This is an optimization exercise on Yosys and OpenROAD, whose aim is small area and a short achievable clock period, not a production implementation.
In this exercise RTL edits were held to simulation tests only and were not proved equivalent to the original.

`flow/config.mk`:
```
export PLATFORM = sky130hd
export DESIGN_NAME = ternary_sum_nine
export DESIGN_NICKNAME = ternary_sum_nine
export VERILOG_FILES = /design/flow/design.v
export SDC_FILE = /design/flow/constraint.sdc
export NUM_CORES = 4
export LEC_CHECK = 0
export ABC_AREA = 1
export CAP_MARGIN = 20
export CORE_MARGIN = 2
export CORE_UTILIZATION = 60
export CTS_BUF_LIST = sky130_fd_sc_hd__clkbuf_8
export SETUP_SLACK_MARGIN = 3.0
export SLEW_MARGIN = 20
```
`flow/constraint.sdc`:
```
create_clock -name core_clock -period 5.5 [get_ports {clk}]
set_input_delay 1.1000 -clock core_clock [delete_from_list [all_inputs] [get_ports {clk}]]
set_output_delay 1.1000 -clock core_clock [all_outputs]
set_load 0.01 [all_outputs]
```
`flow/design.v`:
```
module ternary_sum_nine #(
    parameter WIDTH = 32
) (
    input clk,
    input [WIDTH-1:0] i0,
    input [WIDTH-1:0] i1,
    input [WIDTH-1:0] i2,
    input [WIDTH-1:0] i3,
    input [WIDTH-1:0] i4,
    input [WIDTH-1:0] i5,
    input [WIDTH-1:0] i6,
    input [WIDTH-1:0] i7,
    input [WIDTH-1:0] i8,
    output [WIDTH+4-1:0] o
);
wire s0, c0;
wire s1, c1;
wire s2, c2;
wire s3, c3;
wire s4, c4;
wire s5, c5;
wire s6, c6;
wire s7, c7;
wire s8, c8;
wire s9, c9;
wire s10, c10;
wire s11, c11;
wire s12, c12;
wire s13, c13;
wire s14, c14;
wire s15, c15;
wire s16, c16;
wire s17, c17;
wire s18, c18;
wire s19, c19;
wire s20, c20;
wire s21, c21;
wire s22, c22;
wire s23, c23;
wire s24, c24;
wire s25, c25;
wire s26, c26;
wire s27, c27;
wire s28, c28;
wire s29, c29;
wire s30, c30;
wire s31, c31;
wire s32, c32;
wire s33, c33;
wire s34, c34;
wire s35, c35;
wire s36, c36;
wire s37, c37;
wire s38, c38;
wire s39, c39;
wire s40, c40;
wire s41, c41;
wire s42, c42;
wire s43, c43;
wire s44, c44;
wire s45, c45;
wire s46, c46;
wire s47, c47;
wire s48, c48;
wire s49, c49;
wire s50, c50;
wire s51, c51;
wire s52, c52;
wire s53, c53;
wire s54, c54;
wire s55, c55;
wire s56, c56;
wire s57, c57;
wire s58, c58;
wire s59, c59;
wire s60, c60;
wire s61, c61;
wire s62, c62;
wire s63, c63;
wire s64, c64;
wire s65, c65;
wire s66, c66;
wire s67, c67;
wire s68, c68;
wire s69, c69;
wire s70, c70;
wire s71, c71;
wire s72, c72;
wire s73, c73;
wire s74, c74;
wire s75, c75;
wire s76, c76;
wire s77, c77;
wire s78, c78;
wire s79, c79;
wire s80, c80;
wire s81, c81;
wire s82, c82;
wire s83, c83;
wire s84, c84;
wire s85, c85;
wire s86, c86;
wire s87, c87;
wire s88, c88;
wire s89, c89;
wire s90, c90;
wire s91, c91;
wire s92, c92;
wire s93, c93;
wire s94, c94;
wire s95, c95;
wire s96, c96;
wire s97, c97;
wire s98, c98;
wire s99, c99;
wire s100, c100;
wire s101, c101;
wire s102, c102;
wire s103, c103;
wire s104, c104;
wire s105, c105;
wire s106, c106;
wire s107, c107;
wire s108, c108;
wire s109, c109;
wire s110, c110;
wire s111, c111;
wire s112, c112;
wire s113, c113;
wire s114, c114;
wire s115, c115;
wire s116, c116;
wire s117, c117;
wire s118, c118;
wire s119, c119;
wire s120, c120;
wire s121, c121;
wire s122, c122;
wire s123, c123;
wire s124, c124;
wire s125, c125;
wire s126, c126;
wire s127, c127;
wire s128, c128;
wire s129, c129;
wire s130, c130;
wire s131, c131;
wire s132, c132;
wire s133, c133;
wire s134, c134;
wire s135, c135;
wire s136, c136;
wire s137, c137;
wire s138, c138;
wire s139, c139;
wire s140, c140;
wire s141, c141;
wire s142, c142;
wire s143, c143;
wire s144, c144;
wire s145, c145;
wire s146, c146;
wire s147, c147;
wire s148, c148;
wire s149, c149;
wire s150, c150;
wire s151, c151;
wire s152, c152;
wire s153, c153;
wire s154, c154;
wire s155, c155;
wire s156, c156;
wire s157, c157;
wire s158, c158;
wire s159, c159;
wire s160, c160;
wire s161, c161;
wire s162, c162;
wire s163, c163;
wire s164, c164;
wire s165, c165;
wire s166, c166;
wire s167, c167;
wire s168, c168;
wire s169, c169;
wire s170, c170;
wire s171, c171;
wire s172, c172;
wire s173, c173;
wire s174, c174;
wire s175, c175;
wire s176, c176;
wire s177, c177;
wire s178, c178;
wire s179, c179;
wire s180, c180;
wire s181, c181;
wire s182, c182;
wire s183, c183;
wire s184, c184;
wire s185, c185;
wire s186, c186;
wire s187, c187;
wire s188, c188;
wire s189, c189;
wire s190, c190;
reg r1_c0_0;
reg r1_c1_0;
reg r1_c1_1;
reg r1_c1_2;
reg r1_c2_0;
reg r1_c2_1;
reg r1_c3_0;
reg r1_c3_1;
reg r1_c3_2;
reg r1_c4_0;
reg r1_c4_1;
reg r1_c4_2;
reg r1_c5_0;
reg r1_c5_1;
reg r1_c5_2;
reg r1_c6_0;
reg r1_c6_1;
reg r1_c6_2;
reg r1_c7_0;
reg r1_c7_1;
reg r1_c7_2;
reg r1_c8_0;
reg r1_c8_1;
reg r1_c8_2;
reg r1_c9_0;
reg r1_c9_1;
reg r1_c9_2;
reg r1_c10_0;
reg r1_c10_1;
reg r1_c10_2;
reg r1_c11_0;
reg r1_c11_1;
reg r1_c11_2;
reg r1_c12_0;
reg r1_c12_1;
reg r1_c12_2;
reg r1_c13_0;
reg r1_c13_1;
reg r1_c13_2;
reg r1_c14_0;
reg r1_c14_1;
reg r1_c14_2;
reg r1_c15_0;
reg r1_c15_1;
reg r1_c15_2;
reg r1_c16_0;
reg r1_c16_1;
reg r1_c16_2;
reg r1_c17_0;
reg r1_c17_1;
reg r1_c17_2;
reg r1_c18_0;
reg r1_c18_1;
reg r1_c18_2;
reg r1_c19_0;
reg r1_c19_1;
reg r1_c19_2;
reg r1_c20_0;
reg r1_c20_1;
reg r1_c20_2;
reg r1_c21_0;
reg r1_c21_1;
reg r1_c21_2;
reg r1_c22_0;
reg r1_c22_1;
reg r1_c22_2;
reg r1_c23_0;
reg r1_c23_1;
reg r1_c23_2;
reg r1_c24_0;
reg r1_c24_1;
reg r1_c24_2;
reg r1_c25_0;
reg r1_c25_1;
reg r1_c25_2;
reg r1_c26_0;
reg r1_c26_1;
reg r1_c26_2;
reg r1_c27_0;
reg r1_c27_1;
reg r1_c27_2;
reg r1_c28_0;
reg r1_c28_1;
reg r1_c28_2;
reg r1_c29_0;
reg r1_c29_1;
reg r1_c29_2;
reg r1_c30_0;
reg r1_c30_1;
reg r1_c30_2;
reg r1_c31_0;
reg r1_c31_1;
reg r1_c31_2;
reg r1_c32_0;
reg r1_c32_1;
reg r1_c33_0;
reg r1_c33_1;
wire s191, c191;
wire s192, c192;
wire s193, c193;
wire s194, c194;
wire s195, c195;
wire s196, c196;
wire s197, c197;
wire s198, c198;
wire s199, c199;
wire s200, c200;
wire s201, c201;
wire s202, c202;
wire s203, c203;
wire s204, c204;
wire s205, c205;
wire s206, c206;
wire s207, c207;
wire s208, c208;
wire s209, c209;
wire s210, c210;
wire s211, c211;
wire s212, c212;
wire s213, c213;
wire s214, c214;
wire s215, c215;
wire s216, c216;
wire s217, c217;
wire s218, c218;
wire s219, c219;
wire s220, c220;
wire s221, c221;
wire s222, c222;
wire s223, c223;
wire [35:0] row_a, row_b;
reg [35:0] o_r;
assign {c0, s0} = i0[0] + i1[0] + i2[0];
assign {c1, s1} = i3[0] + i4[0] + i5[0];
assign {c2, s2} = i6[0] + i7[0] + i8[0];
assign {c3, s3} = s0 + s1 + s2;
assign {c4, s4} = i0[1] + i1[1] + i2[1];
assign {c5, s5} = i3[1] + i4[1] + i5[1];
assign {c6, s6} = i6[1] + i7[1] + i8[1];
assign {c7, s7} = c0 + c1 + c2;
assign {c8, s8} = s4 + s5 + s6;
assign {c9, s9} = i0[2] + i1[2] + i2[2];
assign {c10, s10} = i3[2] + i4[2] + i5[2];
assign {c11, s11} = i6[2] + i7[2] + i8[2];
assign {c12, s12} = c4 + c5 + c6;
assign {c13, s13} = s9 + s10 + s11;
assign {c14, s14} = c7 + c8 + s12;
assign {c15, s15} = i0[3] + i1[3] + i2[3];
assign {c16, s16} = i3[3] + i4[3] + i5[3];
assign {c17, s17} = i6[3] + i7[3] + i8[3];
assign {c18, s18} = c9 + c10 + c11;
assign {c19, s19} = s15 + s16 + s17;
assign {c20, s20} = c12 + c13 + s18;
assign {c21, s21} = i0[4] + i1[4] + i2[4];
assign {c22, s22} = i3[4] + i4[4] + i5[4];
assign {c23, s23} = i6[4] + i7[4] + i8[4];
assign {c24, s24} = c15 + c16 + c17;
assign {c25, s25} = s21 + s22 + s23;
assign {c26, s26} = c18 + c19 + s24;
assign {c27, s27} = i0[5] + i1[5] + i2[5];
assign {c28, s28} = i3[5] + i4[5] + i5[5];
assign {c29, s29} = i6[5] + i7[5] + i8[5];
assign {c30, s30} = c21 + c22 + c23;
assign {c31, s31} = s27 + s28 + s29;
assign {c32, s32} = c24 + c25 + s30;
assign {c33, s33} = i0[6] + i1[6] + i2[6];
assign {c34, s34} = i3[6] + i4[6] + i5[6];
assign {c35, s35} = i6[6] + i7[6] + i8[6];
assign {c36, s36} = c27 + c28 + c29;
assign {c37, s37} = s33 + s34 + s35;
assign {c38, s38} = c30 + c31 + s36;
assign {c39, s39} = i0[7] + i1[7] + i2[7];
assign {c40, s40} = i3[7] + i4[7] + i5[7];
assign {c41, s41} = i6[7] + i7[7] + i8[7];
assign {c42, s42} = c33 + c34 + c35;
assign {c43, s43} = s39 + s40 + s41;
assign {c44, s44} = c36 + c37 + s42;
assign {c45, s45} = i0[8] + i1[8] + i2[8];
assign {c46, s46} = i3[8] + i4[8] + i5[8];
assign {c47, s47} = i6[8] + i7[8] + i8[8];
assign {c48, s48} = c39 + c40 + c41;
assign {c49, s49} = s45 + s46 + s47;
assign {c50, s50} = c42 + c43 + s48;
assign {c51, s51} = i0[9] + i1[9] + i2[9];
assign {c52, s52} = i3[9] + i4[9] + i5[9];
assign {c53, s53} = i6[9] + i7[9] + i8[9];
assign {c54, s54} = c45 + c46 + c47;
assign {c55, s55} = s51 + s52 + s53;
assign {c56, s56} = c48 + c49 + s54;
assign {c57, s57} = i0[10] + i1[10] + i2[10];
assign {c58, s58} = i3[10] + i4[10] + i5[10];
assign {c59, s59} = i6[10] + i7[10] + i8[10];
assign {c60, s60} = c51 + c52 + c53;
assign {c61, s61} = s57 + s58 + s59;
assign {c62, s62} = c54 + c55 + s60;
assign {c63, s63} = i0[11] + i1[11] + i2[11];
assign {c64, s64} = i3[11] + i4[11] + i5[11];
assign {c65, s65} = i6[11] + i7[11] + i8[11];
assign {c66, s66} = c57 + c58 + c59;
assign {c67, s67} = s63 + s64 + s65;
assign {c68, s68} = c60 + c61 + s66;
assign {c69, s69} = i0[12] + i1[12] + i2[12];
assign {c70, s70} = i3[12] + i4[12] + i5[12];
assign {c71, s71} = i6[12] + i7[12] + i8[12];
assign {c72, s72} = c63 + c64 + c65;
assign {c73, s73} = s69 + s70 + s71;
assign {c74, s74} = c66 + c67 + s72;
assign {c75, s75} = i0[13] + i1[13] + i2[13];
assign {c76, s76} = i3[13] + i4[13] + i5[13];
assign {c77, s77} = i6[13] + i7[13] + i8[13];
assign {c78, s78} = c69 + c70 + c71;
assign {c79, s79} = s75 + s76 + s77;
assign {c80, s80} = c72 + c73 + s78;
assign {c81, s81} = i0[14] + i1[14] + i2[14];
assign {c82, s82} = i3[14] + i4[14] + i5[14];
assign {c83, s83} = i6[14] + i7[14] + i8[14];
assign {c84, s84} = c75 + c76 + c77;
assign {c85, s85} = s81 + s82 + s83;
assign {c86, s86} = c78 + c79 + s84;
assign {c87, s87} = i0[15] + i1[15] + i2[15];
assign {c88, s88} = i3[15] + i4[15] + i5[15];
assign {c89, s89} = i6[15] + i7[15] + i8[15];
assign {c90, s90} = c81 + c82 + c83;
assign {c91, s91} = s87 + s88 + s89;
assign {c92, s92} = c84 + c85 + s90;
assign {c93, s93} = i0[16] + i1[16] + i2[16];
assign {c94, s94} = i3[16] + i4[16] + i5[16];
assign {c95, s95} = i6[16] + i7[16] + i8[16];
assign {c96, s96} = c87 + c88 + c89;
assign {c97, s97} = s93 + s94 + s95;
assign {c98, s98} = c90 + c91 + s96;
assign {c99, s99} = i0[17] + i1[17] + i2[17];
assign {c100, s100} = i3[17] + i4[17] + i5[17];
assign {c101, s101} = i6[17] + i7[17] + i8[17];
assign {c102, s102} = c93 + c94 + c95;
assign {c103, s103} = s99 + s100 + s101;
assign {c104, s104} = c96 + c97 + s102;
assign {c105, s105} = i0[18] + i1[18] + i2[18];
assign {c106, s106} = i3[18] + i4[18] + i5[18];
assign {c107, s107} = i6[18] + i7[18] + i8[18];
assign {c108, s108} = c99 + c100 + c101;
assign {c109, s109} = s105 + s106 + s107;
assign {c110, s110} = c102 + c103 + s108;
assign {c111, s111} = i0[19] + i1[19] + i2[19];
assign {c112, s112} = i3[19] + i4[19] + i5[19];
assign {c113, s113} = i6[19] + i7[19] + i8[19];
assign {c114, s114} = c105 + c106 + c107;
assign {c115, s115} = s111 + s112 + s113;
assign {c116, s116} = c108 + c109 + s114;
assign {c117, s117} = i0[20] + i1[20] + i2[20];
assign {c118, s118} = i3[20] + i4[20] + i5[20];
assign {c119, s119} = i6[20] + i7[20] + i8[20];
assign {c120, s120} = c111 + c112 + c113;
assign {c121, s121} = s117 + s118 + s119;
assign {c122, s122} = c114 + c115 + s120;
assign {c123, s123} = i0[21] + i1[21] + i2[21];
assign {c124, s124} = i3[21] + i4[21] + i5[21];
assign {c125, s125} = i6[21] + i7[21] + i8[21];
assign {c126, s126} = c117 + c118 + c119;
assign {c127, s127} = s123 + s124 + s125;
assign {c128, s128} = c120 + c121 + s126;
assign {c129, s129} = i0[22] + i1[22] + i2[22];
assign {c130, s130} = i3[22] + i4[22] + i5[22];
assign {c131, s131} = i6[22] + i7[22] + i8[22];
assign {c132, s132} = c123 + c124 + c125;
assign {c133, s133} = s129 + s130 + s131;
assign {c134, s134} = c126 + c127 + s132;
assign {c135, s135} = i0[23] + i1[23] + i2[23];
assign {c136, s136} = i3[23] + i4[23] + i5[23];
assign {c137, s137} = i6[23] + i7[23] + i8[23];
assign {c138, s138} = c129 + c130 + c131;
assign {c139, s139} = s135 + s136 + s137;
assign {c140, s140} = c132 + c133 + s138;
assign {c141, s141} = i0[24] + i1[24] + i2[24];
assign {c142, s142} = i3[24] + i4[24] + i5[24];
assign {c143, s143} = i6[24] + i7[24] + i8[24];
assign {c144, s144} = c135 + c136 + c137;
assign {c145, s145} = s141 + s142 + s143;
assign {c146, s146} = c138 + c139 + s144;
assign {c147, s147} = i0[25] + i1[25] + i2[25];
assign {c148, s148} = i3[25] + i4[25] + i5[25];
assign {c149, s149} = i6[25] + i7[25] + i8[25];
assign {c150, s150} = c141 + c142 + c143;
assign {c151, s151} = s147 + s148 + s149;
assign {c152, s152} = c144 + c145 + s150;
assign {c153, s153} = i0[26] + i1[26] + i2[26];
assign {c154, s154} = i3[26] + i4[26] + i5[26];
assign {c155, s155} = i6[26] + i7[26] + i8[26];
assign {c156, s156} = c147 + c148 + c149;
assign {c157, s157} = s153 + s154 + s155;
assign {c158, s158} = c150 + c151 + s156;
assign {c159, s159} = i0[27] + i1[27] + i2[27];
assign {c160, s160} = i3[27] + i4[27] + i5[27];
assign {c161, s161} = i6[27] + i7[27] + i8[27];
assign {c162, s162} = c153 + c154 + c155;
assign {c163, s163} = s159 + s160 + s161;
assign {c164, s164} = c156 + c157 + s162;
assign {c165, s165} = i0[28] + i1[28] + i2[28];
assign {c166, s166} = i3[28] + i4[28] + i5[28];
assign {c167, s167} = i6[28] + i7[28] + i8[28];
assign {c168, s168} = c159 + c160 + c161;
assign {c169, s169} = s165 + s166 + s167;
assign {c170, s170} = c162 + c163 + s168;
assign {c171, s171} = i0[29] + i1[29] + i2[29];
assign {c172, s172} = i3[29] + i4[29] + i5[29];
assign {c173, s173} = i6[29] + i7[29] + i8[29];
assign {c174, s174} = c165 + c166 + c167;
assign {c175, s175} = s171 + s172 + s173;
assign {c176, s176} = c168 + c169 + s174;
assign {c177, s177} = i0[30] + i1[30] + i2[30];
assign {c178, s178} = i3[30] + i4[30] + i5[30];
assign {c179, s179} = i6[30] + i7[30] + i8[30];
assign {c180, s180} = c171 + c172 + c173;
assign {c181, s181} = s177 + s178 + s179;
assign {c182, s182} = c174 + c175 + s180;
assign {c183, s183} = i0[31] + i1[31] + i2[31];
assign {c184, s184} = i3[31] + i4[31] + i5[31];
assign {c185, s185} = i6[31] + i7[31] + i8[31];
assign {c186, s186} = c177 + c178 + c179;
assign {c187, s187} = s183 + s184 + s185;
assign {c188, s188} = c180 + c181 + s186;
assign {c189, s189} = c183 + c184 + c185;
assign {c190, s190} = c186 + c187 + s189;
assign {c191, s191} = r1_c1_0 + r1_c1_1;
assign {c192, s192} = r1_c2_0 + r1_c2_1;
assign {c193, s193} = r1_c3_0 + r1_c3_1 + r1_c3_2;
assign {c194, s194} = r1_c4_0 + r1_c4_1 + r1_c4_2;
assign {c195, s195} = r1_c5_0 + r1_c5_1 + r1_c5_2;
assign {c196, s196} = r1_c6_0 + r1_c6_1 + r1_c6_2;
assign {c197, s197} = r1_c7_0 + r1_c7_1 + r1_c7_2;
assign {c198, s198} = r1_c8_0 + r1_c8_1 + r1_c8_2;
assign {c199, s199} = r1_c9_0 + r1_c9_1 + r1_c9_2;
assign {c200, s200} = r1_c10_0 + r1_c10_1 + r1_c10_2;
assign {c201, s201} = r1_c11_0 + r1_c11_1 + r1_c11_2;
assign {c202, s202} = r1_c12_0 + r1_c12_1 + r1_c12_2;
assign {c203, s203} = r1_c13_0 + r1_c13_1 + r1_c13_2;
assign {c204, s204} = r1_c14_0 + r1_c14_1 + r1_c14_2;
assign {c205, s205} = r1_c15_0 + r1_c15_1 + r1_c15_2;
assign {c206, s206} = r1_c16_0 + r1_c16_1 + r1_c16_2;
assign {c207, s207} = r1_c17_0 + r1_c17_1 + r1_c17_2;
assign {c208, s208} = r1_c18_0 + r1_c18_1 + r1_c18_2;
assign {c209, s209} = r1_c19_0 + r1_c19_1 + r1_c19_2;
assign {c210, s210} = r1_c20_0 + r1_c20_1 + r1_c20_2;
assign {c211, s211} = r1_c21_0 + r1_c21_1 + r1_c21_2;
assign {c212, s212} = r1_c22_0 + r1_c22_1 + r1_c22_2;
assign {c213, s213} = r1_c23_0 + r1_c23_1 + r1_c23_2;
assign {c214, s214} = r1_c24_0 + r1_c24_1 + r1_c24_2;
assign {c215, s215} = r1_c25_0 + r1_c25_1 + r1_c25_2;
assign {c216, s216} = r1_c26_0 + r1_c26_1 + r1_c26_2;
assign {c217, s217} = r1_c27_0 + r1_c27_1 + r1_c27_2;
assign {c218, s218} = r1_c28_0 + r1_c28_1 + r1_c28_2;
assign {c219, s219} = r1_c29_0 + r1_c29_1 + r1_c29_2;
assign {c220, s220} = r1_c30_0 + r1_c30_1 + r1_c30_2;
assign {c221, s221} = r1_c31_0 + r1_c31_1 + r1_c31_2;
assign {c222, s222} = r1_c32_0 + r1_c32_1;
assign {c223, s223} = r1_c33_0 + r1_c33_1;
assign row_a = {1'b0, c223, c222, s222, c220, c219, c218, c217, c216, c215, c214, c213, c212, c211, c210, c209, c208, c207, c206, c205, c204, c203, c202, c201, c200, c199, c198, c197, c196, c195, c194, c193, c192, c191, r1_c1_2, r1_c0_0};
assign row_b = {1'b0, 1'b0, s223, c221, s221, s220, s219, s218, s217, s216, s215, s214, s213, s212, s211, s210, s209, s208, s207, s206, s205, s204, s203, s202, s201, s200, s199, s198, s197, s196, s195, s194, s193, s192, s191, 1'b0};
always @(posedge clk) begin
    r1_c0_0 <= s3;
    r1_c1_0 <= c3;
    r1_c1_1 <= s7;
    r1_c1_2 <= s8;
    r1_c2_0 <= s13;
    r1_c2_1 <= s14;
    r1_c3_0 <= s19;
    r1_c3_1 <= c14;
    r1_c3_2 <= s20;
    r1_c4_0 <= s25;
    r1_c4_1 <= c20;
    r1_c4_2 <= s26;
    r1_c5_0 <= s31;
    r1_c5_1 <= c26;
    r1_c5_2 <= s32;
    r1_c6_0 <= s37;
    r1_c6_1 <= c32;
    r1_c6_2 <= s38;
    r1_c7_0 <= s43;
    r1_c7_1 <= c38;
    r1_c7_2 <= s44;
    r1_c8_0 <= s49;
    r1_c8_1 <= c44;
    r1_c8_2 <= s50;
    r1_c9_0 <= s55;
    r1_c9_1 <= c50;
    r1_c9_2 <= s56;
    r1_c10_0 <= s61;
    r1_c10_1 <= c56;
    r1_c10_2 <= s62;
    r1_c11_0 <= s67;
    r1_c11_1 <= c62;
    r1_c11_2 <= s68;
    r1_c12_0 <= s73;
    r1_c12_1 <= c68;
    r1_c12_2 <= s74;
    r1_c13_0 <= s79;
    r1_c13_1 <= c74;
    r1_c13_2 <= s80;
    r1_c14_0 <= s85;
    r1_c14_1 <= c80;
    r1_c14_2 <= s86;
    r1_c15_0 <= s91;
    r1_c15_1 <= c86;
    r1_c15_2 <= s92;
    r1_c16_0 <= s97;
    r1_c16_1 <= c92;
    r1_c16_2 <= s98;
    r1_c17_0 <= s103;
    r1_c17_1 <= c98;
    r1_c17_2 <= s104;
    r1_c18_0 <= s109;
    r1_c18_1 <= c104;
    r1_c18_2 <= s110;
    r1_c19_0 <= s115;
    r1_c19_1 <= c110;
    r1_c19_2 <= s116;
    r1_c20_0 <= s121;
    r1_c20_1 <= c116;
    r1_c20_2 <= s122;
    r1_c21_0 <= s127;
    r1_c21_1 <= c122;
    r1_c21_2 <= s128;
    r1_c22_0 <= s133;
    r1_c22_1 <= c128;
    r1_c22_2 <= s134;
    r1_c23_0 <= s139;
    r1_c23_1 <= c134;
    r1_c23_2 <= s140;
    r1_c24_0 <= s145;
    r1_c24_1 <= c140;
    r1_c24_2 <= s146;
    r1_c25_0 <= s151;
    r1_c25_1 <= c146;
    r1_c25_2 <= s152;
    r1_c26_0 <= s157;
    r1_c26_1 <= c152;
    r1_c26_2 <= s158;
    r1_c27_0 <= s163;
    r1_c27_1 <= c158;
    r1_c27_2 <= s164;
    r1_c28_0 <= s169;
    r1_c28_1 <= c164;
    r1_c28_2 <= s170;
    r1_c29_0 <= s175;
    r1_c29_1 <= c170;
    r1_c29_2 <= s176;
    r1_c30_0 <= s181;
    r1_c30_1 <= c176;
    r1_c30_2 <= s182;
    r1_c31_0 <= s187;
    r1_c31_1 <= c182;
    r1_c31_2 <= s188;
    r1_c32_0 <= c188;
    r1_c32_1 <= s190;
    r1_c33_0 <= c189;
    r1_c33_1 <= c190;
    o_r <= row_a + row_b;
end
assign o = o_r;
endmodule
```
`flow/flow/run.sh`:
```
#!/bin/bash
set -e
export BUFFER_PORTS_ARGS="-buffer_cell sky130_fd_sc_hd__buf_1"
bash standard.sh > standard.log 2>&1
```
`flow/standard.sh`:
```
#!/bin/bash
# synth_recipe.tcl (not shown) runs the flow's synth.tcl, then flattens the netlist and writes it again
# the make line also repeats each setting of config.mk as NAME=value (left out here)
make -C /OpenROAD-flow-scripts/flow DESIGN_CONFIG=/design/flow/config.mk WORK_HOME=/design/flow/orfs CLKGATE_MAP_FILE= SYNTH_SCRIPT=/design/flow/synth_recipe.tcl "${@:-finish}"
```
==> impl_metrics.yaml, run 1 <==
sta:
  setup_ws_ns: 3.15
  whs_ns: 0.328
  setup_viol: 0
  max_freq_mhz: 425
  slew_viol_final: 0
  period_share_pct: 42.8
  min_period_ns: 2.35
  fin_skew_ns: 0.0107
  setup_tns_ns: 0
  relSlewSlack_pct: 74.7
  worstMarginPinSlew_ns: 0.376
  hold_viol: 0
  rsz0062_at_grt: "false"
run:
  max_cap_viol_count: 0
placement:
  numPortBuffers: 324
  placedCellCount: 1364
  dp_hpwl_mm: 16.5
  pre_cts_slack_ns: 2.77
  place.gp.congestion: 0.889
die:
  rows: 45
  fp.dieW_um: 129
  dieArea_mm2: 0.0167
  initial_core_util_pct: 61.8
  die_h_um: 129
  io_pins: 325
  core-area_mm2: 0.0153
global_route:
  grt_overflow: 0
  antenna_found_initial: 0
  grt_pass1_wl_mm: 31.5
  grt_pass1_vias: 7307
  grt_max_degree: 17
  grt_usage_pct: 24.4
clock_network:
  cts_tree: "yes"
  cts_sinks: 133
  cts_root_buf: "clkbuf_8"
  postCtsSetupBuffers: 0
  cts_buffer_depth: 2
  htreeDepth: 4
  cts_buffers: 17
  clkLatencyLatePin_ns: 0.44
  cts_hold_buf: 0
  clk_pin_slew_ns: 0.07
cells_and_area:
  final_net_count: 1719
  layout-drive-gt1-share_pct: 10.9
  antenna_cells: 0
  final_cells: 1395
  largest_reg_flops: 36
  syn_to_final_growth_pct: 22.1
  regMostFlops: "o_r"
routing:
  drt_wl_total_mm: 18.6
  first_pass_iters: 5
  route.vias.total: 6725
  drc: 0
  routedWlPerCell_um: 13.3
  viasPerCell: 4.82
  drtAntennaViolNets: 0
  drtIter0Drc: 223
worst_setup_path:
  startpoint_type: "flop"
  arrival_ns: 2.69
  crit_fanout: 6
  crit_type: "reg2reg"
  crit_required_ns: 5.84
  end_kind: "flop"
synth:
  avgSynthCellArea_um2: 11.4
  synth_seq_cells: 133
  yosys.cell_types.count: 21
  ys.warnings.count: 1
  synth_seq_area_share_pct: 28.2
  synth_area_mm2: 0.00944
  synth_cells: 829
  synth_nets: 1376
worst_hold_path:
  hp-class: "reg2reg"
outcome:
  status: "finished clean"
[cells by family after synthesis]
group	share of synthesized area, %
and+or+nand+nor	11.3
adders and majority gates	51.8
DFF	28.2
buffers and inverters	3.62
AOI/OAI and AO/OA	3.62
xor gates and xnor gates	1.49
[Yosys cell counts (all sizes together)]
master  instances  share of area (%)
nand4           1              0.066
nor3            6               0.37
o21bai          1              0.080
dfxtp         133                 28
fa            221                 47
a31oi           1              0.066
ha             37                4.9
a21o            1              0.080
o21ai          25                1.3
a21oi          39                2.1
nand3b          1              0.080
nor4            2               0.13
nor2           51                2.1
inv            91                3.6
nand3          28                1.5
xor2           16                1.5
nand2         175                7.0
[final timing paths]
| check | from | endpoint | slack [ns] | cells after the start |
|---|---|---|---|---|
| worst min register to register | r1_c0_0$_DFF_P_ | o_r[0]$_DFF_P_ | 0.33 | 0 |
| worst max-delay path | r1_c3_0$_DFF_P_ | o_r[29]$_DFF_P_ | 3.15 | 13 |
| worst max register to register | r1_c3_0$_DFF_P_ | o_r[29]$_DFF_P_ | 3.15 | 13 |
| worst min-delay path | r1_c0_0$_DFF_P_ | o_r[0]$_DFF_P_ | 0.33 | 0 |
[cell usage in the layout, fill, tap and decap left out]
| cell | instances |
|---|---|
| a21o_1 | 1 |
| a21oi_1 | 37 |
| a21oi_2 | 2 |
| a31oi_1 | 1 |
| buf_1 | 324 |
| bufinv_16 | 1 |
| clkbuf_8 | 21 |
| clkinv_2 | 1 |
| clkinvlp_4 | 1 |
| dfxtp_1 | 133 |
| fa_1 | 128 |
| fa_2 | 93 |
| ha_1 | 34 |
| ha_2 | 3 |
| inv_1 | 98 |
| nand2_1 | 171 |
| nand2_2 | 4 |
| nand3_1 | 28 |
| nand3b_1 | 1 |
| nand4_1 | 1 |
| nor2_1 | 49 |
| nor2_2 | 2 |
| nor3_1 | 5 |
| nor3_2 | 1 |
| nor4_1 | 2 |
| o21ai_0 | 23 |
| o21ai_1 | 2 |
| o21bai_1 | 1 |
| xor2_1 | 16 |
[cell type report]
cell class                 count  area (µm²)
inverter                      91         342
clock buffer                  21         289
fill                        1077        3730
tap                          211         264
timing repair buffer         324        1220
multi-input combinational    605        6680
sequential                   133        2660
clock inverter                10        68.8
[critical path, cell delays in order (launching register included)]
cell and delay [ns]:
dfxtp_1 0.31, inv_1 0.06, fa_1 0.53, inv_1 0.04
ha_2 0.36, nand3_1 0.09, nand2_1 0.14, nand2_1 0.07
nand2_1 0.14, nand2_1 0.07, nand2_1 0.15, nand2_1 0.12
nand3_1 0.10, nand2_1 0.07
[routing by layer]
layer / vias up / global-route usage [%] / routed length [µm]
li1: 3251 / - / -
met1: 3198 / 29.2 / 7330
met3: 32 / 6.15 / 1250
met2: 244 / 44.2 / 9710
met4: 0 / 6.14 / 284
met5: - / 0 / 0
[metrics by stage]
| step | area, µm² | utilization, % |
|---|---|---|
| final | 11500 | 75.5 |
| after global routing | 11500 | 75.5 |
| after CTS | 11500 | 75.4 |
| after detailed placement | 11100 | 73.1 |
| after global placement | 11100 | 73.1 |
| after floorplan | 9670 | - |
[timing repair]
item | in CTS | in global routing
endpoints found under the hold margin | 0 | 0
setup endpoints to repair | 0 | 10
gates resized for setup | 0 | 7
==> run 2: changes to the inputs <==
--- a/flow/config.mk
+++ b/flow/config.mk
@@ -9,6 +9,6 @@
 export CAP_MARGIN = 20
 export CORE_MARGIN = 2
 export CORE_UTILIZATION = 60
-export CTS_BUF_LIST = sky130_fd_sc_hd__clkbuf_8
+export CTS_BUF_LIST = sky130_fd_sc_hd__clkbuf_4
 export SETUP_SLACK_MARGIN = 3.0
 export SLEW_MARGIN = 20
==> run 2 against run 1 <==
Compared with the run above: design area decreased by 1.0%; sequential cell count unchanged; non-clock buffer count did not move; setup slack got worse by 0.0063 ns; wire length shrank 0.97%; utilization fell by 0.77 points; fmax decreased by 0.27%; synthesized cell count did not move; global-route usage decreased by 0.40 points; clock skew rose by 0.0035 ns; sequential share of layout area rose by 0.24 points; critical path type unchanged.
==> impl_metrics.yaml, run 2 <==
placement:
  place.gp.congestion: 0.889
  dp_hpwl_mm: 16.5
  placedCellCount: 1364
  numPortBuffers: 324
  placed_area_mm2: 0.0111
synth:
  yosys.area_share.simple_pct: 11.3
  synth_cells: 829
  synthTopCellsByArea: "fa_1, dfxtp_1, nand2_1, ha_1, inv_1"
  muxShareOfSynthArea_pct: 0
  synth_area_mm2: 0.00944
  synth_nets: 1376
  avgSynthCellArea_um2: 11.4
  synth_edf_count: 0
  synthFlopType: "dfxtp_1"
  synth_largest_area_cell: "fa_1"
  ys.warnings.count: 1
  synth-async-reset-ratio_pct: 0
  synth_seq_cells: 133
  synth_compound_area_share_pct: 3.62
  synthMostInstantiatedCell: "fa_1"
  synth_top_family_by_area: "adder cells"
  synth_seq_area_share_pct: 28.2
  synth_top_area_share_pct: 46.9
  ys_top_cells_by_count: "fa_1, nand2_1, dfxtp_1"
  yosys.cell_types.count: 21
  synth_adder_area_share_pct: 51.8
  synth_xor_area_share_pct: 1.49
worst_setup_path:
  startpoint_type: "flop"
  crit_type: "reg2reg"
  crit_required_ns: 5.93
  arrival_ns: 2.79
  end_kind: "flop"
  crit_fanout: 6
sta:
  min_period_ns: 2.36
  setup_tns_ns: 0
  whs_ns: 0.335
  max_freq_mhz: 424
  hold_viol: 0
  relSlewSlack_pct: 74.9
  period_share_pct: 42.9
  fin_skew_ns: 0.0142
  slew_viol_final: 0
  worstMarginPinSlew_ns: 0.373
  setup_viol: 0
  rsz0062_at_grt: "false"
global_route:
  grt_overflow: 0
  antenna_found_initial: 1
  grt_usage_pct: 24.0
  grt_pass1_vias: 7240
  grt_max_degree: 17
  grt_pass1_wl_mm: 31.2
cells_and_area:
  mostFrequentLayoutCell: "buf_1"
  layout-drive-gt1-share_pct: 11.1
  regMostFlops: "o_r"
  final_cells: 1396
  largest_reg_flops: 36
  syn_to_final_growth_pct: 20.9
  final_net_count: 1719
  final_area_mm2: 0.0114
  mostFrequentLayoutCells: "buf_1, nand2_1, dfxtp_1"
die:
  die_h_um: 129
  core-area_mm2: 0.0153
  io_pins: 325
  rows: 45
  initial_core_util_pct: 61.8
  dieArea_mm2: 0.0167
  fp.dieW_um: 129
routing:
  drt_wl_total_mm: 18.4
  drc: 0
  route.vias.total: 6680
  drtIter0Drc: 264
  drtAntennaViolNets: 0
  routedWlPerCell_um: 13.2
  viasPerCell: 4.79
  first_pass_iters: 4
worst_hold_path:
  hp-class: "reg2reg"
run:
  max_cap_viol_count: 0
clock_network:
  htreeDepth: 4
  cts_hold_buf: 0
  cts_buffer_depth: 2
  cts_tree: "yes"
  cts_sinks: 133
  clk_pin_slew_ns: 0.11
  clkLatencyLatePin_ns: 0.53
  cts_root_buf: "clkbuf_4"
  cts_buffers: 17
outcome:
  status: "finished clean"
==> run 2: cell counts after synthesis <==
No cell type changed its count.
==> run 2: routing by layer <==
layer  GRT usage, %  wire length (µm)
met1           29.3              7220
met2           43.9              9700
met3           5.33              1280
met4           4.99               200
met5              0                 0
==> run 2: cell families (layout without fill, tap and decap cells) <==
logic type,after synthesis,count (layout)
XOR/XNOR,16,16
buffers and inverters,91,446
flip-flops,133,133
AO/OA/AOI/OAI,67,67
adder cells (fa/ha/maj),258,258
other,0,1
AND/OR/NAND/NOR,264,264
==> run 2: path summary, 6_finish.rpt <==
path / start / end / depth (start not counted) / slack [ns]
hold reg to reg: r1_c0_0$_DFF_P_ / o_r[0]$_DFF_P_ / 0 / 0.34
setup reg to reg: r1_c3_0$_DFF_P_ / o_r[29]$_DFF_P_ / 13 / 3.14
setup / recovery: r1_c3_0$_DFF_P_ / o_r[29]$_DFF_P_ / 13 / 3.14
hold / removal: r1_c0_0$_DFF_P_ / o_r[0]$_DFF_P_ / 0 / 0.34
==> run 2: timing repair <==
item                       in CTS  in global routing
gates resized for setup         0                  7
hold endpoints to repair        0                  0
setup buffers                   0                  0
setup endpoints to repair       0                 10
==> run 2: final cells by class <==
cell class | instances | area (µm²)
Tap cell | 211 | 264
Clock inverter | 7 | 57.6
Clock buffer | 24 | 180
Timing Repair Buffer | 324 | 1220
Fill cell | 1106 | 3850
Antenna cell | 1 | 2.50
Inverter | 91 | 342
Sequential cell | 133 | 2660
Multi-Input combinational cell | 605 | 6680
==> run 2: metrics by stage <==
step           worst slack, ns  utilization (%)
6_report                  3.14             74.8
5_1_grt                   2.99             74.8
4_1_cts                   3.09             74.6
3_5_place_dp              2.77             73.1
3_3_place_gp              2.78             73.1
2_1_floorplan             2.93                -
==> run 2: worst max-delay path, cell delays in order, from the launching register on <==
cell	delay (ns)
dfxtp_1	0.32
inv_1	0.06
fa_1	0.53
inv_1	0.04
ha_2	0.37
nand3_1	0.09
nand2_1	0.14
nand2_1	0.07
nand2_1	0.14
nand2_1	0.07
nand2_1	0.15
nand2_1	0.12
nand3_1	0.09
nand2_1	0.07
==> run 3: changes to the inputs <==
--- a/flow/config.mk
+++ b/flow/config.mk
@@ -10,5 +10,4 @@
 export CORE_MARGIN = 2
 export CORE_UTILIZATION = 60
 export CTS_BUF_LIST = sky130_fd_sc_hd__clkbuf_4
-export SETUP_SLACK_MARGIN = 3.0
 export SLEW_MARGIN = 20
==> run 3 against run 2 <==
Compared with the run above: critical endpoint is now o_r[30]$_DFF_P_; design area fell by 1.7%; sequential cell count did not move; final cell count barely moved; still clean on timing, DRC and antenna; first-iteration DRC count fell by 12%; wire length rose by 0.73%; sequential share of layout area rose by 0.41 points; synthesized cell count did not move; non-clock buffer count did not move.
==> impl_metrics.yaml, run 3 <==
outcome:
  status: "finished clean"
die:
  dieArea_mm2: 0.0167
  io_pins: 325
  initial_core_util_pct: 61.8
  fp.dieW_um: 129
  rows: 45
  core-area_mm2: 0.0153
  die_h_um: 129
worst_setup_path:
  cpMostUsedCell: "nand2_1"
  crit_required_ns: 5.96
  startpoint_type: "flop"
  crit_type: "reg2reg"
  critical_path.max_stage_delay_ns: 0.53
  end_kind: "flop"
  cp_cell_sequence: "inv_1 -> fa_1 -> inv_1 -> ha_1 -> nand2_1 -> nand3_1 -> nand2_1 -> nand2_1 -> nand3_1 -> nand2_1 -> nand2_1 -> nand2_1 -> nand2_1 -> nand2_1"
  crit_fanout: 6
  arrival_ns: 2.86
  cp_slowest_cell: "fa_1"
  critical_path_buf_inv_count: 2
  crit_family: "simple AND/OR/NAND/NOR gates"
sta:
  worstMarginPinSlew_ns: 0.379
  setup_tns_ns: 0
  max_freq_mhz: 417
  whs_ns: 0.330
  rsz0062_at_grt: "false"
  min_period_ns: 2.40
  hold_viol: 0
  slew_viol_final: 0
  period_share_pct: 43.6
  fin_skew_ns: 0.0171
  setup_viol: 0
  relSlewSlack_pct: 74.5
synth:
  synth_cells: 829
  synthMostInstantiatedCell: "fa_1"
  synth_seq_area_share_pct: 28.2
  synth_seq_cells: 133
  synth_top_area_share_pct: 46.9
  avgSynthCellArea_um2: 11.4
  synth_area_mm2: 0.00944
  ys_top_cells_by_count: "fa_1, nand2_1, dfxtp_1"
  synthTopCellsByArea: "fa_1, dfxtp_1, nand2_1, ha_1, inv_1"
  yosys.cell_types.count: 21
  synth_nets: 1376
  synth-async-reset-ratio_pct: 0
  synth_edf_count: 0
  synth_largest_area_cell: "fa_1"
  synthFlopType: "dfxtp_1"
  ys.warnings.count: 1
placement:
  place.gp.congestion: 0.914
  dp_hpwl_mm: 16.7
  numPortBuffers: 324
global_route:
  antenna_found_initial: 1
  grt_overflow: 0
  grt_pass1_wl_mm: 31.6
  grt_max_degree: 17
  grt_usage_pct: 24.5
  grt_pass1_vias: 7224
cells_and_area:
  largest_reg_flops: 36
  mostFrequentLayoutCells: "buf_1, fa_1, nand2_1"
  mostFrequentLayoutCell: "buf_1"
  syn_to_final_growth_pct: 18.8
  regMostFlops: "o_r"
  layout-drive-gt1-share_pct: 3.04
  final_net_count: 1719
routing:
  drt_wl_total_mm: 18.5
  route.vias.total: 6739
  m1WireLength_mm: 7.40
  drtAntennaViolNets: 0
  drc: 0
  first_pass_iters: 6
  wl_met2_mm: 9.55
  routedWlPerCell_um: 13.3
  drtIter0Drc: 233
  viasPerCell: 4.82
  wl_met3_mm: 1.19
  top_layer: "met4"
clock_network:
  cts_root_buf: "clkbuf_4"
  cts_sinks: 133
  clk_pin_slew_ns: 0.12
  cts_tree: "yes"
  clkLatencyLatePin_ns: 0.57
  cts_buffers: 17
  postCtsSetupBuffers: 0
  htreeDepth: 4
  cts_resized: 0
  cts_hold_buf: 0
  cts_buffer_depth: 2
worst_hold_path:
  hp-class: "reg2reg"
run:
  max_cap_viol_count: 0
==> run 3: changes by cell type in the layout (fill, tap and decap cells not counted), moves of 3 or more <==
| cell | change |
|---|---|
| ha_1 | +3 |
| clkinv_4 | +3 |
| fa_2 | -93 |
| ha_2 | -3 |
| clkbuf_4 | -7 |
| clkinv_2 | +4 |
| fa_1 | +93 |
==> run 3: area by class of cell <==
class | instances | area (µm²)
antenna | 1 | 2.50
clock buffer | 17 | 128
clock inverter | 15 | 164
fill | 1136 | 4050
inverter | 91 | 342
multi-input combinational | 605 | 6430
sequential | 133 | 2660
tap | 211 | 264
timing repair buffer | 324 | 1220
==> run 3: kinds of logic after synthesis <==
logic type,Yosys count,share of synthesized area (%)
AND/OR/NAND/NOR,264,11.3
adder cells (fa/ha/maj),258,51.8
flip-flops,133,28.2
buffers and inverters,91,3.62
AO/OA/AOI/OAI,67,3.62
XOR/XNOR,16,1.49
==> run 3: worst paths after layout <==
check,cells past startpoint,slack [ns],start,end
worst max-delay path,14,3.10,r1_c3_0$_DFF_P_,o_r[30]$_DFF_P_
worst min-delay path,0,0.33,r1_c0_0$_DFF_P_,o_r[0]$_DFF_P_
worst max register to register,14,3.10,r1_c3_0$_DFF_P_,o_r[30]$_DFF_P_
worst min register to register,0,0.33,r1_c0_0$_DFF_P_,o_r[0]$_DFF_P_
==> run 3: through the flow <==
stage | setup WS [ns] | instances | util [%] | area (µm²)
finish | 3.10 | 1397 | 73.5 | 11200
CTS | 3.09 | 1396 | 73.4 | 11200
global route | 2.87 | 1397 | 73.5 | 11200
detailed placement | 2.67 | 1364 | 71.5 | 10900
floorplan | 2.87 | 829 | - | 9440
global placement | 2.73 | 1364 | 71.5 | 10900
==> run 3: per-layer routing <==
metal / global-route usage (%) / vias to the layer above
li1: - / 3253
met1: 29.9 / 3227
met2: 43.6 / 228
met5: 0 / -
met3: 5.74 / 31
met4: 7.29 / 0
==> run 3: worst reg2reg max path, delay by kind of cell, from the launching register on <==
family                   cells  cell delay, ns
buffers and inverters        2            0.11
flip-flops                   1            0.34
adder cells (fa/ha/maj)      2            0.89
AND/OR/NAND/NOR             10            0.96
==> run 4: changes to the inputs <==
--- a/flow/config.mk
+++ b/flow/config.mk
@@ -10,4 +10,5 @@
 export CORE_MARGIN = 2
 export CORE_UTILIZATION = 60
 export CTS_BUF_LIST = sky130_fd_sc_hd__clkbuf_4
+export SETUP_SLACK_MARGIN = 3.4
 export SLEW_MARGIN = 20
==> run 4 against run 3 <==
Compared with the run above: still clean; critical path depth shrank 6; fmax shrank 3.3%; clock skew grew 0.0064 ns; count of clock-buffer cells in the layout grew 7; setup slack lost 0.082 ns; utilization grew 11 points; first-iteration DRC count grew 55%; synthesized area is the same; critical path type unchanged; highest routed layer unchanged.
==> impl_metrics.yaml, run 4 <==
worst_setup_path:
  crit_fanout: 5
  r2r.worst_path.cells: 8
  critical_path.max_stage_delay_ns: 0.52
  cp_cell_sequence: "fa_1 -> ha_4 -> nand2_2 -> o21ai_1 -> nand2_1 -> nand3b_1 -> buf_4 -> xor2_1"
  end_kind: "flop"
  reg2reg_to: "o_r[11]$_DFF_P_"
  crit_type: "reg2reg"
  crit_required_ns: 5.96
  startpoint_type: "flop"
  arrival_ns: 2.95
  cp_slowest_cell: "fa_1"
  rr_startpoint: "r1_c5_2$_DFF_P_"
  r2r_setup_slack_ns: 3.02
placement:
  place.gp.congestion: 0.887
  dp_hpwl_mm: 16.8
  numPortBuffers: 324
  placedCellCount: 1364
  pre_cts_slack_ns: 2.76
die:
  io_pins: 325
  die_h_um: 129
  dieArea_mm2: 0.0167
  core-area_mm2: 0.0153
  fp.dieW_um: 129
  initial_core_util_pct: 61.8
  rows: 45
cells_and_area:
  fillCellCount: 792
  largest_reg_flops: 36
  regMostFlops: "o_r"
  layout-drive-gt1-share_pct: 35.7
  syn_to_final_growth_pct: 37.0
  mostFrequentLayoutCells: "buf_1, fa_2, nand2_1"
  final_cells: 1418
  final_net_count: 1741
  mostFrequentLayoutCell: "buf_1"
worst_hold_path:
  min_path_cells: 0
  hold_end: "o_r[0]$_DFF_P_"
  hp-class: "reg2reg"
  worstHoldStart: "r1_c0_0$_DFF_P_"
clock_network:
  clk_pin_slew_ns: 0.11
  cts_sinks: 133
  cts_root_buf: "clkbuf_4"
  cts_tree: "yes"
  clkLatencyLatePin_ns: 0.57
  cts_hold_buf: 0
  cts_buffer_depth: 2
  htreeDepth: 4
  cts_buffers: 17
synth:
  synth_seq_cells: 133
  synth_top_area_share_pct: 46.9
  synth_area_mm2: 0.00944
  yosys.cell_types.count: 21
  synth-async-reset-ratio_pct: 0
  synth_xor_area_share_pct: 1.49
  synth_top_family_by_area: "adder cells"
  ys.warnings.count: 1
  synth_seq_area_share_pct: 28.2
  yosys.area_share.simple_pct: 11.3
  muxShareOfSynthArea_pct: 0
  synth_largest_area_cell: "fa_1"
  avgSynthCellArea_um2: 11.4
  synthMostInstantiatedCell: "fa_1"
  synth_nets: 1376
  synth_edf_count: 0
  synthFlopType: "dfxtp_1"
  synth_compound_area_share_pct: 3.62
  ys_top_cells_by_count: "fa_1, nand2_1, dfxtp_1"
  synthTopCellsByArea: "fa_1, dfxtp_1, nand2_1, ha_1, inv_1"
  synth_adder_area_share_pct: 51.8
  synth_cells: 829
sta:
  setup_ws_ns: 3.02
  hold_viol: 0
  period_share_pct: 45.1
  relSlewSlack_pct: 78.9
  fin_skew_ns: 0.0235
  max_freq_mhz: 403
  min_period_ns: 2.48
  rsz0062_at_grt: "true"
  setup_tns_ns: 0
  setup_viol: 0
  worstMarginPinSlew_ns: 0.315
  slew_viol_final: 0
routing:
  viasPerCell: 5.18
  first_pass_iters: 5
  drt_wl_total_mm: 23.7
  routedWlPerCell_um: 16.7
  route.vias.total: 7346
  drtAntennaViolNets: 0
  drtIter0Drc: 362
  drc: 0
global_route:
  grt_usage_pct: 25.8
  grt_pass1_wl_mm: 33.3
  grt_pass1_vias: 7654
  grt_max_degree: 17
  antenna_found_initial: 1
  grt_overflow: 0
outcome:
  status: "finished clean"
run:
  max_cap_viol_count: 0
## run 4: cell types whose count changed in the layout (fill, tap and decap cells not counted), sizes merged
cell      delta
bufinv       -2
clkbuf      +13
clkinvlp     -1
clkinv       -5
buf         +16
## run 4: logic make-up after synthesis
family,after synthesis
adders and majority gates,258
DFF,133
and+or+nand+nor,264
buffers and inverters,91
AOI/OAI and AO/OA,67
xor gates and xnor gates,16
## run 4: repair_timing
item,CTS,global route
cloned,0,0
setup buffers,11,11
endpoints found under the setup margin,76,92
gates resized for setup,189,183
pin swaps,50,103
## run 4: metrics by stage
stage | hold WS (ns) | instance area [µm²] | util (%)
2_1_floorplan | 0.310 | 9690 | -
3_3_place_gp | 0.312 | 11200 | 73.2
3_5_place_dp | 0.315 | 11200 | 73.2
4_1_cts | 0.341 | 12300 | 80.3
5_1_grt | 0.349 | 12900 | 84.7
6_report | 0.344 | 12900 | 84.7
## run 4: worst max-delay path, delay by kind of cell, from the launching register on
family                   cells  cell delay [ns]
buffers and inverters        1             0.15
adder cells (fa/ha/maj)      2             0.90
XOR/XNOR                     1             0.25
AO/OA/AOI/OAI                1             0.26
AND/OR/NAND/NOR              3             0.43
flip-flops                   1             0.42
## run 4: metal layers
metal | global-route usage, % | vias up | wire length [µm]
met5 | 0 | - | 0
met4 | 7.99 | 0 | 894
met3 | 5.45 | 90 | 1640
met2 | 48.4 | 364 | 12800
met1 | 29.3 | 3583 | 8350
li1 | - | 3309 | -
## run 4: final cells by class
type / count / area [µm²] / area share, %
clock buffer: 24 / 180 / 1.39
sequential: 133 / 2720 / 21.0
inverter: 91 / 342 / 2.64
tap: 211 / 264 / 2.04
clock inverter: 7 / 57.6 / 0.445
timing repair buffer: 346 / 1690 / 13.1
antenna: 1 / 2.50 / 0.0194
multi-input combinational: 605 / 7680 / 59.4
## run 4: how the worst max path moves through the flow
stage                       endpoint            start
floorplan            r1_c5_2$_DFF_P_            i3[4]
global route         o_r[11]$_DFF_P_  r1_c5_2$_DFF_P_
CTS                            o[11]  o_r[11]$_DFF_P_
finish               o_r[11]$_DFF_P_  r1_c5_2$_DFF_P_
detailed placement  r1_c10_2$_DFF_P_            i3[9]
global placement    r1_c12_2$_DFF_P_           i0[11]
==> run 5: changes to the inputs <==
--- a/flow/config.mk
+++ b/flow/config.mk
@@ -10,5 +10,5 @@
 export CORE_MARGIN = 2
 export CORE_UTILIZATION = 60
 export CTS_BUF_LIST = sky130_fd_sc_hd__clkbuf_4
-export SETUP_SLACK_MARGIN = 3.4
+export SETUP_SLACK_MARGIN = 3.6
 export SLEW_MARGIN = 20
==> run 5 against run 4 <==
Compared with the run above: critical endpoint is now o_r[26]$_DFF_P_; critical path type unchanged; register-to-register slack better by 0.09 ns; final cell count grew 0.35%; synthesized area did not move.
==> impl_metrics.yaml, run 5 <==
worst_setup_path:
  critical_path.max_stage_delay_ns: 0.56
  crit_required_ns: 5.95
  crit_fanout: 6
  critical_path_buf_inv_count: 2
  crit_type: "reg2reg"
  arrival_ns: 2.84
  end_kind: "flop"
  startpoint_type: "flop"
  cp_slowest_cell: "fa_1"
  crit_family: "simple AND/OR/NAND/NOR gates"
  cpMostUsedCell: "nand2_1"
  cp_cell_sequence: "inv_2 -> fa_1 -> inv_2 -> ha_4 -> nand2_4 -> nand2_2 -> nand2_1 -> nand2_1 -> nand2_1 -> nand3_2 -> nand2_2 -> nand2_4 -> nand2_4 -> nand2_2 -> nand2_1 -> nand2_1"
placement:
  dp_hpwl_mm: 17.4
  place.gp.congestion: 0.896
  placedCellCount: 1364
  numPortBuffers: 324
run:
  max_cap_viol_count: 0
clock_network:
  cts_sinks: 133
  cts_buffer_depth: 2
  cts_buffers: 17
  clkLatencyLatePin_ns: 0.58
  cts_tree: "yes"
  clk_pin_slew_ns: 0.11
  htreeDepth: 4
  cts_root_buf: "clkbuf_4"
synth:
  synth_compound_area_share_pct: 3.62
  synth_cells: 829
  synth_area_mm2: 0.00944
  synthMostInstantiatedCell: "fa_1"
  synth_adder_area_share_pct: 51.8
  synthFlopType: "dfxtp_1"
  synth-async-reset-ratio_pct: 0
  synth_edf_count: 0
  ys_top_cells_by_count: "fa_1, nand2_1, dfxtp_1"
  synth_xor_area_share_pct: 1.49
  synth_largest_area_cell: "fa_1"
  yosys.cell_types.count: 21
  synthTopCellsByArea: "fa_1, dfxtp_1, nand2_1, ha_1, inv_1"
  synth_top_area_share_pct: 46.9
  synth_seq_area_share_pct: 28.2
  ys.warnings.count: 1
  avgSynthCellArea_um2: 11.4
  yosys.area_share.simple_pct: 11.3
  synth_nets: 1376
  synth_seq_cells: 133
  muxShareOfSynthArea_pct: 0
  synth_top_family_by_area: "adder cells"
sta:
  min_period_ns: 2.39
  rsz0062_at_grt: "true"
  slew_viol_final: 0
  relSlewSlack_pct: 76.4
  setup_viol: 0
  period_share_pct: 43.4
  worstMarginPinSlew_ns: 0.350
  setup_tns_ns: 0
  hold_viol: 0
  fin_skew_ns: 0.0214
  max_freq_mhz: 418
cells_and_area:
  fillCellCount: 575
  mostFrequentLayoutCell: "fa_2"
  layout-drive-gt1-share_pct: 52.1
  regArea_mm2: 0.00272
  syn_to_final_growth_pct: 46.3
  regMostFlops: "o_r"
  antenna_cells: 0
  mostFrequentLayoutCells: "fa_2, buf_1, nand2_1"
  multi_input_area_mm2: 0.00793
  final_net_count: 1746
  final_cells: 1423
  largest_reg_flops: 36
global_route:
  grt_overflow: 0
  grt_max_degree: 17
  grt_usage_pct: 29.4
  grt_pass1_vias: 8296
  grt_pass1_wl_mm: 37.4
  antenna_found_initial: 0
routing:
  route.vias.total: 7790
  routedWlPerCell_um: 20.6
  drt_wl_total_mm: 29.3
  first_pass_iters: 8
  drtAntennaViolNets: 0
  drc: 0
  drtIter0Drc: 462
  viasPerCell: 5.47
die:
  rows: 45
  die_h_um: 129
  fp.dieW_um: 129
  io_pins: 325
  initial_core_util_pct: 61.8
  dieArea_mm2: 0.0167
  core-area_mm2: 0.0153
outcome:
  status: "finished clean"
worst_hold_path:
  hp-class: "reg2reg"
## run 5: cell counts after synthesis
Identical to the previous run, type by type.
## run 5: per-stage QoR
| stage | hold WS, ns | setup slack [ns] | util, % | cell area, µm² |
|---|---|---|---|---|
| global placement | 0.312 | 2.79 | 75.2 | 11500 |
| finish | 0.339 | 3.11 | 90.5 | 13800 |
| detailed placement | 0.325 | 2.73 | 75.2 | 11500 |
| global route | 0.351 | 3.03 | 90.5 | 13800 |
| floorplan | 0.310 | 2.92 | - | 9990 |
| CTS | 0.350 | 3.32 | 85.0 | 13000 |
## run 5: cells by family after synthesis
| logic type | count (synthesis) |
|---|---|
| adders and majority gates | 258 |
| buffers and inverters | 91 |
| AOI/OAI and AO/OA | 67 |
| xor gates and xnor gates | 16 |
| DFF | 133 |
| and+or+nand+nor | 264 |
## run 5: routing by layer
| metal | global-route usage, % | vias up | routed length (µm) |
|---|---|---|---|
| met5 | 0 | - | 0 |
| met4 | 11.3 | 0 | 2050 |
| met3 | 7.02 | 172 | 1950 |
| met2 | 56.2 | 463 | 16300 |
| met1 | 31.1 | 3843 | 8980 |
| li1 | - | 3312 | - |
## run 5: final timing paths
path                   startpoint         endpoint  slack [ns]  cells past startpoint
setup / recovery  r1_c3_1$_DFF_P_  o_r[26]$_DFF_P_        3.11                     16
hold / removal    r1_c0_0$_DFF_P_   o_r[0]$_DFF_P_        0.34                      0
setup reg to reg  r1_c3_1$_DFF_P_  o_r[26]$_DFF_P_        3.11                     16
hold reg to reg   r1_c0_0$_DFF_P_   o_r[0]$_DFF_P_        0.34                      0
## run 5: layout make-up
class                      count  share of cell area, %
clock buffer                  20                   1.09
clock inverter                12                  0.988
inverter                      91                   2.49
multi-input combinational    605                   57.5
sequential                   133                   19.7
tap                          211                   1.91
timing repair buffer         351                   16.3
## run 5: repair_timing
item                                    4_1_cts  5_1_grt
resized for setup                           321      277
endpoints found under the hold margin         0        0
buffers inserted                             19        8
pin swaps                                   136      150
hold buffers                                  0        0
endpoints found under the setup margin      124      129
==> run 6: changes to the inputs <==
--- a/flow/config.mk
+++ b/flow/config.mk
@@ -10,5 +10,6 @@
 export CORE_MARGIN = 2
 export CORE_UTILIZATION = 60
 export CTS_BUF_LIST = sky130_fd_sc_hd__clkbuf_4
-export SETUP_SLACK_MARGIN = 3.6
+export SETUP_SLACK_MARGIN = 3.2
 export SLEW_MARGIN = 20
+export TNS_END_PERCENT = 10
==> run 6 against run 5 <==
Compared with the run above: count of clock-buffer cells in the layout decreased by 1; non-clock buffer count fell by 17; fmax increased by 5.8%; final cell count down 1.2%; critical path depth down 12; worst hold slack lost 0.0031 ns; via count decreased by 12%; sequential share of layout area rose by 3.2 points; die area unchanged; largest cell class unchanged.
==> impl_metrics.yaml, run 6 <==
synth:
  yosys.cell_types.count: 21
  ys.warnings.count: 1
  synth_cells: 829
  synth_seq_area_share_pct: 28.2
  synthFlopType: "dfxtp_1"
  avgSynthCellArea_um2: 11.4
  synth_edf_count: 0
  synth_top_area_share_pct: 46.9
  synthMostInstantiatedCell: "fa_1"
  synth_seq_cells: 133
  synth-async-reset-ratio_pct: 0
  ys_top_cells_by_count: "fa_1, nand2_1, dfxtp_1"
  synthTopCellsByArea: "fa_1, dfxtp_1, nand2_1, ha_1, inv_1"
  synth_largest_area_cell: "fa_1"
  synth_nets: 1376
  synth_area_mm2: 0.00944
sta:
  hold_viol: 0
  rsz0062_at_grt: "true"
  setup_ws_ns: 3.24
  fin_skew_ns: 0.0167
  min_period_ns: 2.26
  setup_tns_ns: 0
  max_freq_mhz: 443
  period_share_pct: 41.1
  worstMarginPinSlew_ns: 0.337
  setup_viol: 0
  slew_viol_final: 0
  relSlewSlack_pct: 77.3
global_route:
  grt_usage_pct: 24.3
  antenna_found_initial: 0
  grt_pass1_wl_mm: 31.3
  grt_overflow: 0
  grt_pass1_vias: 7215
  grt_max_degree: 17
worst_setup_path:
  crit_family: "adder cells"
  arrival_ns: 2.72
  crit_fanout: 1
  cp.depth: 4
  critical_path_buf_inv_count: 1
  critical_path.max_stage_delay_ns: 0.62
  cpMostUsedCell: "fa_1"
  cp_cell_sequence: "buf_1 -> fa_1 -> fa_1 -> fa_1"
  cp_slowest_cell: "fa_1"
  crit_required_ns: 5.96
  crit_type: "in2reg"
  r2r.worst_path.cells: 12
  end_kind: "flop"
  startpoint_type: "primary input"
outcome:
  status: "finished clean"
cells_and_area:
  utilization_pct: 76.2
  regMostFlops: "o_r"
  syn_to_final_growth_pct: 23.2
  largest_reg_flops: 36
  mostFrequentLayoutCells: "buf_1, fa_1, nand2_1"
  mostFrequentLayoutCell: "buf_1"
  final_net_count: 1729
  layout-drive-gt1-share_pct: 11.4
placement:
  pre_cts_slack_ns: 2.70
  dp_hpwl_mm: 16.5
  numPortBuffers: 324
  place.gp.congestion: 0.923
die:
  rows: 45
  initial_core_util_pct: 61.8
  die_h_um: 129
  io_pins: 325
  core-area_mm2: 0.0153
  dieArea_mm2: 0.0167
  fp.dieW_um: 129
clock_network:
  clkLatencyLatePin_ns: 0.57
  clk_pin_slew_ns: 0.11
  cts_hold_buf: 0
  htreeDepth: 4
  cts_buffer_depth: 2
  cts_buffers: 17
  cts_sinks: 133
  cts_root_buf: "clkbuf_4"
  cts_tree: "yes"
routing:
  routedWlPerCell_um: 13.9
  drtIter0Drc: 243
  route.vias.total: 6867
  drt_wl_total_mm: 19.5
  drtAntennaViolNets: 0
  first_pass_iters: 5
  drc: 0
  viasPerCell: 4.88
run:
  max_cap_viol_count: 0
worst_hold_path:
  hp-class: "reg2reg"
  min_path_cells: 0
-- run 6: cell counts after synthesis --
No cell type changed its count.
-- run 6: metrics by stage --
step	std cells	hold slack, ns	instance area [µm²]
floorplan	829	0.310	9480
global placement	1364	0.313	11000
detailed placement	1364	0.323	11000
CTS	1396	0.337	11200
global route	1405	0.353	11600
finish	1406	0.336	11600
-- run 6: cell type report --
class                      instances  area, µm²
multi-input combinational        605       6830
fill                            1112       3630
sequential                       133       2660
timing repair buffer             334       1290
inverter                          91        342
tap                              211        264
clock buffer                      19        143
clock inverter                    12       90.1
antenna                            1       2.50
-- run 6: final timing paths --
check                   from  slack, ns               to
min reg2reg  r1_c0_0$_DFF_P_       0.34   o_r[0]$_DFF_P_
max                    i0[8]       3.24  r1_c9_2$_DFF_P_
min          r1_c0_0$_DFF_P_       0.34   o_r[0]$_DFF_P_
max reg2reg  r1_c6_0$_DFF_P_       3.25  o_r[33]$_DFF_P_
-- run 6: logic make-up after synthesis --
kind of cell | after synthesis | share of synthesized area [%]
AO/OA/AOI/OAI | 67 | 3.62
buffers and inverters | 91 | 3.62
AND/OR/NAND/NOR | 264 | 11.3
adder cells (fa/ha/maj) | 258 | 51.8
flip-flops | 133 | 28.2
XOR/XNOR | 16 | 1.49
-- run 6: layer usage --
layer | GRT usage, % | up-vias | wire length, µm
met5 | 0 | - | 0
li1 | - | 3275 | -
met1 | 29.4 | 3314 | 7570
met4 | 7.10 | 0 | 360
met2 | 43.1 | 244 | 10300
met3 | 6.15 | 34 | 1270
-- run 6: timing repair --
action,in CTS,in global routing
hold endpoints to repair,0,0
endpoints found under the setup margin,10,21
setup buffers,1,9
pin swaps,1,9
gates resized for setup,5,86

==> port drivers added, routing unchanged <==
The flow's constraints put no driver on any port. The routed layouts listed below were extracted and timed again, unchanged, in two steps.
Step 1 assumes that a clkbuf_16 drives the clock port and a buf_2 every other input.
Step 2 also shifts input and output timing later by t, the mid clock arrival at the registers, as if the neighbouring blocks saw the same clock.
Three values: no drivers, after step 1, after step 2; two values: the first two.
| run | t (ns) | setup slack, ns | worst hold slack (ns) | slew at the worst register clock pin (ns) |
|---|---|---|---|---|
| run 1 | 0.475 | 3.145 / 3.145 / 2.755 | 0.328 / 0.328 / 0.328 | 0.07 / 0.07 |
| run 2 | 0.556 | 3.139 / 3.139 / 2.762 | 0.335 / 0.335 / 0.335 | 0.11 / 0.11 |
| run 3 | 0.599 | 3.100 / 3.100 / 2.679 | 0.330 / 0.330 / 0.330 | 0.12 / 0.12 |
| run 4 | 0.593 | 3.018 / 3.018 / 2.747 | 0.344 / 0.344 / 0.344 | 0.12 / 0.12 |
| run 5 | 0.603 | 3.110 / 3.110 / 2.695 | 0.339 / 0.339 / 0.339 | 0.12 / 0.12 |
| run 6 | 0.597 | 3.241 / 3.254 / 2.657 | 0.336 / 0.336 / 0.336 | 0.11 / 0.11 |
After both steps setup and hold are still met in every run listed. The setup slack of run 6, which loses most, moves by +0.013 ns with the drivers and by -0.584 ns with both steps.
